Context: an optimization exercise on an open-source flow, tuned for small area, a short achievable clock period and few clock cycles. The choices shown serve that exercise and are no tape-out recipe.
RTL that was checked went through simulation tests only; none was proved equivalent to the original.

Design kmeans_top, start of the top module:
module kmeans_top #
(
    parameter K = 8,
    parameter D = 4,
    parameter W = 8,
    parameter N = 128
)
(
    input clk,
    input rst,
    input start,
    input signed [D*W-1:0] point_flat,
    input signed [K*D*W-1:0] init_centroid_flat,
    output done,
    output [6:0] point_addr,
    output signed [K*D*W-1:0] final_centroid_flat
);
    localparam PASS_LEN = 140;    
    reg        run;        
    reg        done_r;
    reg        conv_q;     
    reg [7:0]  t;          
    wire idle = ~run & ~done_r;
    wire load = idle & start;
    reg [K*D*W-1:0] cen;   
    assign final_centroid_flat = cen;
    assign done = done_r;
    assign point_addr = t[6:0];
    reg [31:0] p0;
    reg        v1;         
    always @(posedge clk) p0 <= point_flat;
    wire [31:0] pn = ~p0;
    wire [17:0] dst [0:K-1];
    genvar gk, gd;
    generate for (gk = 0; gk < K; gk = gk + 1) begin : g_dist
        sqdist u_sq (.pn(pn), .c(cen[gk*32 +: 32]), .d(dst[gk]));
    end endgenerate
    reg [17:0] dq [0:K-1];
    reg [31:0] p1;
    reg        v2;
    integer i;
    always @(posedge clk) begin
        for (i = 0; i < K; i = i + 1) dq[i] <= dst[i];
        p1 <= p0;
    end
    wire        c1a = dq[1] < dq[0];
    wire        c1b = dq[3] < dq[2];
    wire        c1c = dq[5] < dq[4];
    wire        c1d = dq[7] < dq[6];
    wire [17:0] m1a = c1a ? dq[1] : dq[0];
    wire [17:0] m1b = c1b ? dq[3] : dq[2];
    wire [17:0] m1c = c1c ? dq[5] : dq[4];
    wire [17:0] m1d = c1d ? dq[7] : dq[6];
    wire        c2a = m1b < m1a;
    wire        c2b = m1d < m1c;
    wire [17:0] m2a = c2a ? m1b : m1a;
    wire [17:0] m2b = c2b ? m1d : m1c;
    wire [1:0]  i2a = c2a ? {1'b1, c1b} : {1'b0, c1a};
    wire [1:0]  i2b = c2b ? {1'b1, c1d} : {1'b0, c1c};
    wire        c3  = m2b < m2a;
    wire [2:0]  best = c3 ? {1'b1, i2b} : {1'b0, i2a};
    reg  [2:0]  rsel;
    reg  [31:0] p2;
    reg         v3;
    reg         drv;       
    always @(posedge clk) begin
        rsel <= v2 ? best : (t[2:0] - 3'd2);    
        p2 <= p1;
    end
    reg [14:0]  sum [0:K-1][0:D-1];
    reg [6:0]   m   [0:K-1];
    reg [K-1:0] fresh;
    wire [14:0] rs [0:D-1];
    generate for (gd = 0; gd < D; gd = gd + 1) begin : g_rs
        assign rs[gd] = sum[rsel][gd];
    end endgenerate
  ...
Size in the first run: roughly 8200 cells after synthesis, ~560 I/O pins.
Settings: LEC_CHECK=0, ABC_CLOCK_PERIOD_IN_PS=9000, CAP_MARGIN=20, CORE_MARGIN=2, CORE_UTILIZATION=65, PLACE_DENSITY=0.75, SLEW_MARGIN=20, SYNTH_HIERARCHICAL=1; clock period 40.0 ns.
standard.sh (not shown) runs the stock make flow with config.mk's settings and CLKGATE_MAP_FILE= SYNTH_SCRIPT=/design/flow/synth_recipe.tcl, a recipe that flattens the netlist after the stock synthesis.
==> flow/flow/run.sh <==
#!/bin/bash
# Layout flow: the standard synthesis unchanged, then the standard
# layout steps, with
#  - the timing repair asked to leave SETUP_SLACK_MARGIN ns of setup slack,
#    i.e. to aim at a shorter period than the constraint's 40 ns;
#  - small port buffers (every port still gets its own buffer);
#  - clock tree synthesis without dummy loads.
set -euo pipefail
MARGIN=30.6
CTS="-sink_clustering_enable -repair_clock_nets -dont_use_dummy_load -sink_clustering_size 20 -sink_clustering_max_diameter 100"
bash standard.sh synth > synth.log 2>&1
sed "s|CLKGATE_MAP_FILE= |CLKGATE_MAP_FILE= SETUP_SLACK_MARGIN=$MARGIN 'BUFFER_PORTS_ARGS=-buffer_cell sky130_fd_sc_hd__buf_1' 'CTS_ARGS=$CTS' |" standard.sh > layout.sh
bash layout.sh > layout.log 2>&1
Testbench counts at the start, summed over its fixed seeds: cycles 132,252.
Change:
--- a/flow/flow/run.sh
+++ b/flow/flow/run.sh
@@ -8,3 +8,3 @@
 set -euo pipefail
-MARGIN=30.6
+MARGIN=31
 CTS="-sink_clustering_enable -repair_clock_nets -dont_use_dummy_load -sink_clustering_size 20 -sink_clustering_max_diameter 100"
=> Die area does not change. Synthesized area does not change. Cell count increases by 2.9%. Via count rose by 4.7%.

Another version of the RTL of kmeans_top (not shown whole).
Size in the first run: ~7700 cells after synthesis, roughly 560 I/O pins, about 99000 um2 of cells after synthesis.
clock: 40.0 ns
lec_check: 0
abc_clock_period_in_ps: 9000
cap_margin: 20
core_margin: 2
core_utilization: 40
slew_margin: 20
synth_hierarchical: 1
==> flow/flow/run.sh <==
#!/bin/bash
# Layout flow: the standard synthesis unchanged, then the standard
# layout steps, with
#  - the timing repair asked to leave SETUP_SLACK_MARGIN ns of setup slack,
#    i.e. to aim at a shorter period than the constraint's 40 ns;
#  - small port buffers (every port still gets its own buffer).
set -euo pipefail
MARGIN=30.5
bash standard.sh synth > synth.log 2>&1
sed "s|CLKGATE_MAP_FILE= |CLKGATE_MAP_FILE= SETUP_SLACK_MARGIN=$MARGIN 'BUFFER_PORTS_ARGS=-buffer_cell sky130_fd_sc_hd__buf_1' |" standard.sh > layout.sh
bash layout.sh > layout.log 2>&1
Change:
==> flow/flow/run.sh (replaced) <==
#!/bin/bash
# Layout flow: the standard synthesis unchanged, then the standard
# layout steps, with
#  - the timing repair asked to leave SETUP_SLACK_MARGIN ns of setup slack,
#    i.e. to aim at a shorter period than the constraint's 40 ns;
#  - small port buffers (every port still gets its own buffer);
#  - clock tree synthesis without dummy loads.
set -euo pipefail
MARGIN=31
CTS="-sink_clustering_enable -repair_clock_nets -dont_use_dummy_load"
bash standard.sh synth > synth.log 2>&1
sed "s|CLKGATE_MAP_FILE= |CLKGATE_MAP_FILE= SETUP_SLACK_MARGIN=$MARGIN 'BUFFER_PORTS_ARGS=-buffer_cell sky130_fd_sc_hd__buf_1' 'CTS_ARGS=$CTS' |" standard.sh > layout.sh
bash layout.sh > layout.log 2>&1
- CORE_UTILIZATION: 40 -> 65
- PLACE_DENSITY: not set -> 0.75
After rerunning: Cell area fell by 1.1%; first-iteration DRC count rose by 64%; global-route usage rose by 19 points; maximum frequency rose by 1.6%; core utilization rose by 28 points; routed wire length rose by 4.9%; setup slack gets better by 0.15 ns.
No functional check of the RTL was part of any run of this note.

kmeans_top, a different RTL version from the one above (not shown whole).
For scale: about 1200 flip-flops, about 560 I/O pins, ~94000 sq um of cells after synthesis.
==> flow/config.mk <==
export PLATFORM = sky130hd
export DESIGN_NAME = kmeans_top
export DESIGN_NICKNAME = kmeans_top
export VERILOG_FILES = /design/flow/design.v
export SDC_FILE = /design/flow/constraint.sdc
export NUM_CORES = 8
export LEC_CHECK = 0
export ABC_CLOCK_PERIOD_IN_PS = 9000
export CAP_MARGIN = 20
export CORE_MARGIN = 2
export CORE_UTILIZATION = 65
export GPL_ROUTABILITY_DRIVEN = 0
export PLACE_DENSITY = 0.95
export SLEW_MARGIN = 20
export SYNTH_HIERARCHICAL = 1
==> flow/constraint.sdc <==
create_clock -name core_clock -period 40.0 [get_ports {clk}]
set_input_delay 8.0000 -clock core_clock [delete_from_list [all_inputs] [get_ports {clk}]]
set_output_delay 8.0000 -clock core_clock [all_outputs]
set_load 0.01 [all_outputs]
==> flow/flow/run.sh <==
#!/bin/bash
# Layout flow: the standard synthesis unchanged, then the standard
# layout steps, with
#  - the timing repair asked to leave SETUP_SLACK_MARGIN ns of setup slack,
#    i.e. to aim at a shorter period than the constraint's 40 ns;
#  - small port buffers (every port still gets its own buffer);
#  - clock tree synthesis without dummy loads.
set -euo pipefail
MARGIN=30.6
CTS="-sink_clustering_enable -repair_clock_nets -dont_use_dummy_load -sink_clustering_size 24 -sink_clustering_max_diameter 120"
bash standard.sh synth > synth.log 2>&1
sed "s|CLKGATE_MAP_FILE= |CLKGATE_MAP_FILE= SETUP_SLACK_MARGIN=$MARGIN 'BUFFER_PORTS_ARGS=-buffer_cell sky130_fd_sc_hd__buf_1' 'CTS_ARGS=$CTS' |" standard.sh > layout.sh
bash layout.sh > layout.log 2>&1
The first run failed in global routing.
Testbench counts at the start, summed over its fixed seeds: cycles 132,252.
Change:
GPL_ROUTABILITY_DRIVEN = unset   (was 0)
PLACE_DENSITY = 0.75   (was 0.95)
Effect:
- The new run completed with no timing, DRC or antenna violations
- synthesized area is unchanged
- synthesized cell count stays the same
Change:
GPL_ROUTABILITY_DRIVEN = 0   (was unset)
- worst hold slack stays flat
- utilization rises by 0.18 points
Change:
--- a/flow/flow/run.sh
+++ b/flow/flow/run.sh
@@ -9,3 +9,3 @@
 MARGIN=30.6
-CTS="-sink_clustering_enable -repair_clock_nets -dont_use_dummy_load -sink_clustering_size 24 -sink_clustering_max_diameter 120"
+CTS="-sink_clustering_enable -repair_clock_nets -dont_use_dummy_load -sink_clustering_size 20 -sink_clustering_max_diameter 100"
 bash standard.sh synth > synth.log 2>&1
GPL_ROUTABILITY_DRIVEN = unset   (was 0)
What happened: Routed wire length increases by 1.4%. Non-clock buffer count shrinks by 14.
Change:
--- a/flow/flow/run.sh
+++ b/flow/flow/run.sh
@@ -9,3 +9,3 @@
 MARGIN=30.6
-CTS="-sink_clustering_enable -repair_clock_nets -dont_use_dummy_load -sink_clustering_size 20 -sink_clustering_max_diameter 100"
+CTS="-sink_clustering_enable -repair_clock_nets -dont_use_dummy_load -sink_clustering_size 24 -sink_clustering_max_diameter 120"
 bash standard.sh synth > synth.log 2>&1
PLACE_DENSITY = 0.85   (was 0.75)
Effect: The new run completed with no timing, DRC or antenna violations. Worst setup slack is better by 38 ps. Global-route usage increases by 0.18 points.
Change:
GPL_ROUTABILITY_DRIVEN = 0   (was unset)
Result: The new run completed with no timing, DRC or antenna violations; global-route usage drops by 0.50 points; via count goes up by a few percent; fmax shrinks slightly; clock skew went up by 18 ps; synthesized cell count stays the same; first-iteration DRC count increases by about a fifth; synthesized area does not change; non-clock buffer count is higher by 8.

Setup of v6:
RTL: one of the versions met above, not the one the previous note started from.
For scale: roughly 1,200 flip-flops, ~560 I/O pins, about 97,000 um2 of cells after synthesis.
clock: 40.0 ns
lec_check: 0
abc_clock_period_in_ps: 9000
cap_margin: 20
core_margin: 2
core_utilization: 65
place_density: 0.75
slew_margin: 20
synth_hierarchical: 1
==> flow/flow/run.sh <==
#!/bin/bash
# Layout flow: the standard synthesis unchanged, then the standard
# layout steps, with
#  - the timing repair asked to leave SETUP_SLACK_MARGIN ns of setup slack,
#    i.e. to aim at a shorter period than the constraint's 40 ns;
#  - small port buffers (every port still gets its own buffer);
#  - clock tree synthesis without dummy loads.
set -euo pipefail
MARGIN=30.8
CTS="-sink_clustering_enable -repair_clock_nets -dont_use_dummy_load -sink_clustering_size 20 -sink_clustering_max_diameter 100"
bash standard.sh synth > synth.log 2>&1
sed "s|CLKGATE_MAP_FILE= |CLKGATE_MAP_FILE= SETUP_SLACK_MARGIN=$MARGIN 'BUFFER_PORTS_ARGS=-buffer_cell sky130_fd_sc_hd__buf_1' 'CTS_ARGS=$CTS' |" standard.sh > layout.sh
bash layout.sh > layout.log 2>&1
Testbench counts of v6, summed over its fixed seeds: cycles 132,252.
Setup changes, v6 to v7
- PLACE_DENSITY changed from 0.75 to 0.85
- CORE_UTILIZATION changed from 65 to 75
-- flow/flow/run.sh --
<<< v6, line 7
#  - clock tree synthesis without dummy loads.
set -euo pipefail
MARGIN=30.8
CTS="-sink_clustering_enable -repair_clock_nets -dont_use_dummy_load -sink_clustering_size 20 -sink_clustering_max_diameter 100"
bash standard.sh synth > synth.log 2>&1
>>> v7, line 7
#  - clock tree synthesis without dummy loads.
set -euo pipefail
MARGIN=30.6
CTS="-sink_clustering_enable -repair_clock_nets -dont_use_dummy_load -sink_clustering_size 20 -sink_clustering_max_diameter 100"
bash standard.sh synth > synth.log 2>&1
Notes after the runs:
Clock latency reported for the late side of the worst-skew pair: v7 vs v6 down 0.03 ns
Compare v7 and v6 | wire length lower: v7
v7 has less setup slack than v6.
Higher met1 layer wirelength in the final routing among v7 and v6: v6
Per the comparison of v7 with v6, final area now sits lower, placeable core region lost 14%, multi-input gate share of total cell area has increased, maximum cell stage delay along the critical path now smaller.

kmeans_top, a different RTL version from the one above (not shown whole).
Size: ~1200 flip-flops, about 93000 µm² of cells after synthesis.
clock: 40.0 ns
lec_check: 0
abc_clock_period_in_ps: 9000
cap_margin: 20
core_margin: 2
core_utilization: 65
place_density: 0.85
slew_margin: 20
synth_hierarchical: 1
==> flow/flow/run.sh <==
#!/bin/bash
# Layout flow: the standard synthesis unchanged, then the standard
# layout steps, with
#  - the timing repair asked to leave SETUP_SLACK_MARGIN ns of setup slack,
#    i.e. to aim at a shorter period than the constraint's 40 ns;
#  - small port buffers (every port still gets its own buffer);
#  - clock tree synthesis without dummy loads.
set -euo pipefail
MARGIN=30.6
CTS="-sink_clustering_enable -repair_clock_nets -dont_use_dummy_load -sink_clustering_size 24 -sink_clustering_max_diameter 120"
bash standard.sh synth > synth.log 2>&1
sed "s|CLKGATE_MAP_FILE= |CLKGATE_MAP_FILE= SETUP_SLACK_MARGIN=$MARGIN 'BUFFER_PORTS_ARGS=-buffer_cell sky130_fd_sc_hd__buf_1' 'CTS_ARGS=$CTS' |" standard.sh > layout.sh
bash layout.sh > layout.log 2>&1
The starting point completed without violations.
Testbench counts at the start, summed over its fixed seeds: cycles 132,252.
Next try:
- CORE_UTILIZATION: 65 -> 70
Effect: Cell area is about the same. Wire length rose by 1.1%. Core utilization rose by 5.3 points. Count of clock-buffer cells in the layout rose by 2.
Next try:
--- a/flow/flow/run.sh
+++ b/flow/flow/run.sh
@@ -9,3 +9,3 @@
 MARGIN=30.6
-CTS="-sink_clustering_enable -repair_clock_nets -dont_use_dummy_load -sink_clustering_size 24 -sink_clustering_max_diameter 120"
+CTS="-sink_clustering_enable -repair_clock_nets -dont_use_dummy_load -sink_clustering_size 20 -sink_clustering_max_diameter 100"
 bash standard.sh synth > synth.log 2>&1
- CORE_UTILIZATION: 70 -> 65
After rerunning: Design area increases by 0.90%; worst hold slack loses 16 ps; core utilization decreases by 4.8 points.
Next try:
--- a/flow/flow/run.sh
+++ b/flow/flow/run.sh
@@ -8,4 +8,4 @@
 set -euo pipefail
-MARGIN=30.6
-CTS="-sink_clustering_enable -repair_clock_nets -dont_use_dummy_load -sink_clustering_size 20 -sink_clustering_max_diameter 100"
+MARGIN=30.75
+CTS="-sink_clustering_enable -repair_clock_nets -dont_use_dummy_load -sink_clustering_size 24 -sink_clustering_max_diameter 120"
 bash standard.sh synth > synth.log 2>&1
The changed run completed with no timing, DRC or antenna violations.
Via count rises by 1.8%.
Area after synthesis is unchanged.
First-iteration DRC count is lower by 2.0%.
Global-route usage rises by 1.3 points.
Clock skew rises by 47 ps.
Final area grows by 2.3%.
Worst setup slack got worse by 33 ps.
Die area is unchanged.

kmeans_top, a different RTL version from the one above (not shown whole).
Size: roughly 8,500 cells after synthesis, about 1,100 flip-flops.
clock: 40.0 ns
lec_check: 0
abc_clock_period_in_ps: 9000
cap_margin: 20
core_margin: 2
core_utilization: 40
slew_margin: 20
synth_hierarchical: 1
==> flow/flow/run.sh <==
#!/bin/bash
# Layout flow: the standard synthesis unchanged, then the standard
# layout steps, with
#  - the timing repair asked to leave SETUP_SLACK_MARGIN ns of setup slack,
#    i.e. to aim at a shorter period than the constraint's 40 ns;
#  - small port buffers (every port still gets its own buffer).
set -euo pipefail
MARGIN=31.5
bash standard.sh synth > synth.log 2>&1
sed "s|CLKGATE_MAP_FILE= |CLKGATE_MAP_FILE= SETUP_SLACK_MARGIN=$MARGIN 'BUFFER_PORTS_ARGS=-buffer_cell sky130_fd_sc_hd__buf_1' |" standard.sh > layout.sh
bash layout.sh > layout.log 2>&1
The baseline completed without violations.
Rerun with:
==> flow/flow/run.sh (replaced) <==
#!/bin/bash
# Layout flow: the standard synthesis unchanged, then the standard
# layout steps with the timing repair asked to leave setup slack
# SETUP_SLACK_MARGIN ns, i.e. to aim at a shorter period than the clock's.
set -euo pipefail
MARGIN=${MARGIN:-30}
bash standard.sh synth > synth.log 2>&1
sed "s|CLKGATE_MAP_FILE= |CLKGATE_MAP_FILE= SETUP_SLACK_MARGIN=$MARGIN |" standard.sh > layout.sh
bash layout.sh > layout.log 2>&1
Effect: The changed run went through all stages and came out clean; flip-flop and latch count does not change; count of clock-buffer cells in the layout climbs by 31; worst setup slack loses 0.35 ns; register-to-register slack degrades by 0.25 ns; worst hold slack gains 0.017 ns.
Rerun with:
==> flow/flow/run.sh (replaced) <==
#!/bin/bash
# Layout flow: the standard synthesis unchanged, then the standard
# layout steps, with
#  - the timing repair asked to leave SETUP_SLACK_MARGIN ns of setup slack,
#    i.e. to aim at a shorter period than the constraint's 40 ns;
#  - small port buffers (every port still gets its own buffer).
set -euo pipefail
MARGIN=31.5
bash standard.sh synth > synth.log 2>&1
sed "s|CLKGATE_MAP_FILE= |CLKGATE_MAP_FILE= SETUP_SLACK_MARGIN=$MARGIN 'BUFFER_PORTS_ARGS=-buffer_cell sky130_fd_sc_hd__buf_1' |" standard.sh > layout.sh
bash layout.sh > layout.log 2>&1
Settings changed: CORE_UTILIZATION 40 to 55, CTS_BUF_LIST from default to sky130_fd_sc_hd__clkbuf_8, CTS_CLUSTER_SIZE from default to 20.
Area after synthesis is unchanged.
First-iteration DRC count grows by 27%.
Maximum frequency grows by 2.1%.
Wire length grows by 1.9%.
Global-route usage grows by 12 points.
Rerun with:
==> flow/run.sh (new file) <==
#!/bin/bash
# synth_recipe.tcl (not shown) runs the flow's synth.tcl, then flattens the netlist and writes it again
# the make line also repeats each setting of config.mk as NAME=value (left out here)
make -C /OpenROAD-flow-scripts/flow DESIGN_CONFIG=/design/flow/config.mk WORK_HOME=/design/flow/orfs CLKGATE_MAP_FILE= SYNTH_SCRIPT=/design/flow/synth_recipe.tcl finish
Settings changed: CORE_UTILIZATION 55 to 40, CTS_BUF_LIST sky130_fd_sc_hd__clkbuf_8 to default, CTS_CLUSTER_SIZE 20 to default.
removed: flow/flow/run.sh
removed: flow/standard.sh
The changed run completed with no timing, DRC or antenna violations.
Cell area falls by 10%.
Worst hold slack loses 0.0057 ns.
Utilization fell by 25 points.
Register-to-register slack got worse by 2.5 ns.
Wire length falls by 3.8%.
Maximum frequency came out lower by 20%.
No run of this note included a check of the RTL's function; only the layout flow was run.

-- separate check: timing with driven ports --
The flow's constraints put no driver on any port. The routed layouts listed below were extracted and timed again, unchanged, in two steps.
Step 1: set_driving_cell puts a clkbuf_16 on clk and a buf_2 on each other input, an assumption about the parent block.
Step 2 also shifts input and output timing later by t, the mid clock arrival at the registers, as if the neighbouring blocks saw the same clock.
a / b / c = ideal ports / drivers / drivers and shift; a / b = the first two.
| run | t (ns) | setup WS [ns] | worst hold slack (ns) | worst slew at a driven data input, ns |
|---|---|---|---|---|
| the first run of note 1 | 0.787 | 30.576 / 30.488 / 29.970 | 0.329 / 0.329 / 0.329 | 0.20 |
| the second run of note 1 | 0.789 | 30.563 / 30.472 / 30.323 | 0.317 / 0.317 / 0.317 | 0.25 |
| the first run of note 2 | 0.905 | 30.269 / 30.183 / 29.530 | 0.300 / 0.300 / 0.300 | 0.18 |
| the second run of note 2 | 0.860 | 30.418 / 30.329 / 30.132 | 0.304 / 0.304 / 0.304 | 0.29 |
| the second run of note 3 | 0.785 | 30.538 / 30.453 / 29.857 | 0.329 / 0.329 / 0.329 | 0.14 |
| the third run of note 3 | 0.803 | 30.559 / 30.467 / 29.969 | 0.331 / 0.331 / 0.331 | 0.13 |
| the fourth run of note 3 | 0.788 | 30.553 / 30.497 / 29.819 | 0.330 / 0.330 / 0.330 | 0.13 |
| the fifth run of note 3 | 0.803 | 30.591 / 30.502 / 29.920 | 0.275 / 0.275 / 0.275 | 0.21 |
| the sixth run of note 3 | 0.798 | 30.532 / 30.439 / 29.960 | 0.286 / 0.286 / 0.286 | 0.24 |
| v6 | 0.797 | 30.656 / 30.568 / 29.985 | 0.275 / 0.275 / 0.275 | 0.28 |
| v7 | 0.791 | 30.576 / 30.491 / 29.848 | 0.328 / 0.328 / 0.328 | 0.23 |
| the first run of note 5 | 0.788 | 30.559 / 30.474 / 29.893 | 0.331 / 0.331 / 0.331 | 0.15 |
| the second run of note 5 | 0.800 | 30.561 / 30.474 / 29.885 | 0.326 / 0.326 / 0.326 | 0.12 |
| the third run of note 5 | 0.785 | 30.560 / 30.474 / 30.055 | 0.311 / 0.311 / 0.311 | 0.15 |
| the fourth run of note 5 | 0.798 | 30.527 / 30.436 / 30.057 | 0.329 / 0.329 / 0.329 | 0.16 |
| the first run of note 6 | 0.914 | 30.366 / 30.268 / 30.225 | 0.281 / 0.281 / 0.281 | 0.31 |
| the second run of note 6 | 0.889 | 30.020 / 29.923 / 29.281 | 0.297 / 0.297 / 0.297 | 0.13 |
| the third run of note 6 | 1.049 | 30.228 / 30.130 / 30.300 | 0.324 / 0.324 / 0.324 | 0.20 |
| the fourth run of note 6 | 0.879 | 27.833 / 27.833 / 27.833 | 0.318 / 0.318 / 0.318 | 0.14 |
After both steps every run listed still meets setup and hold.
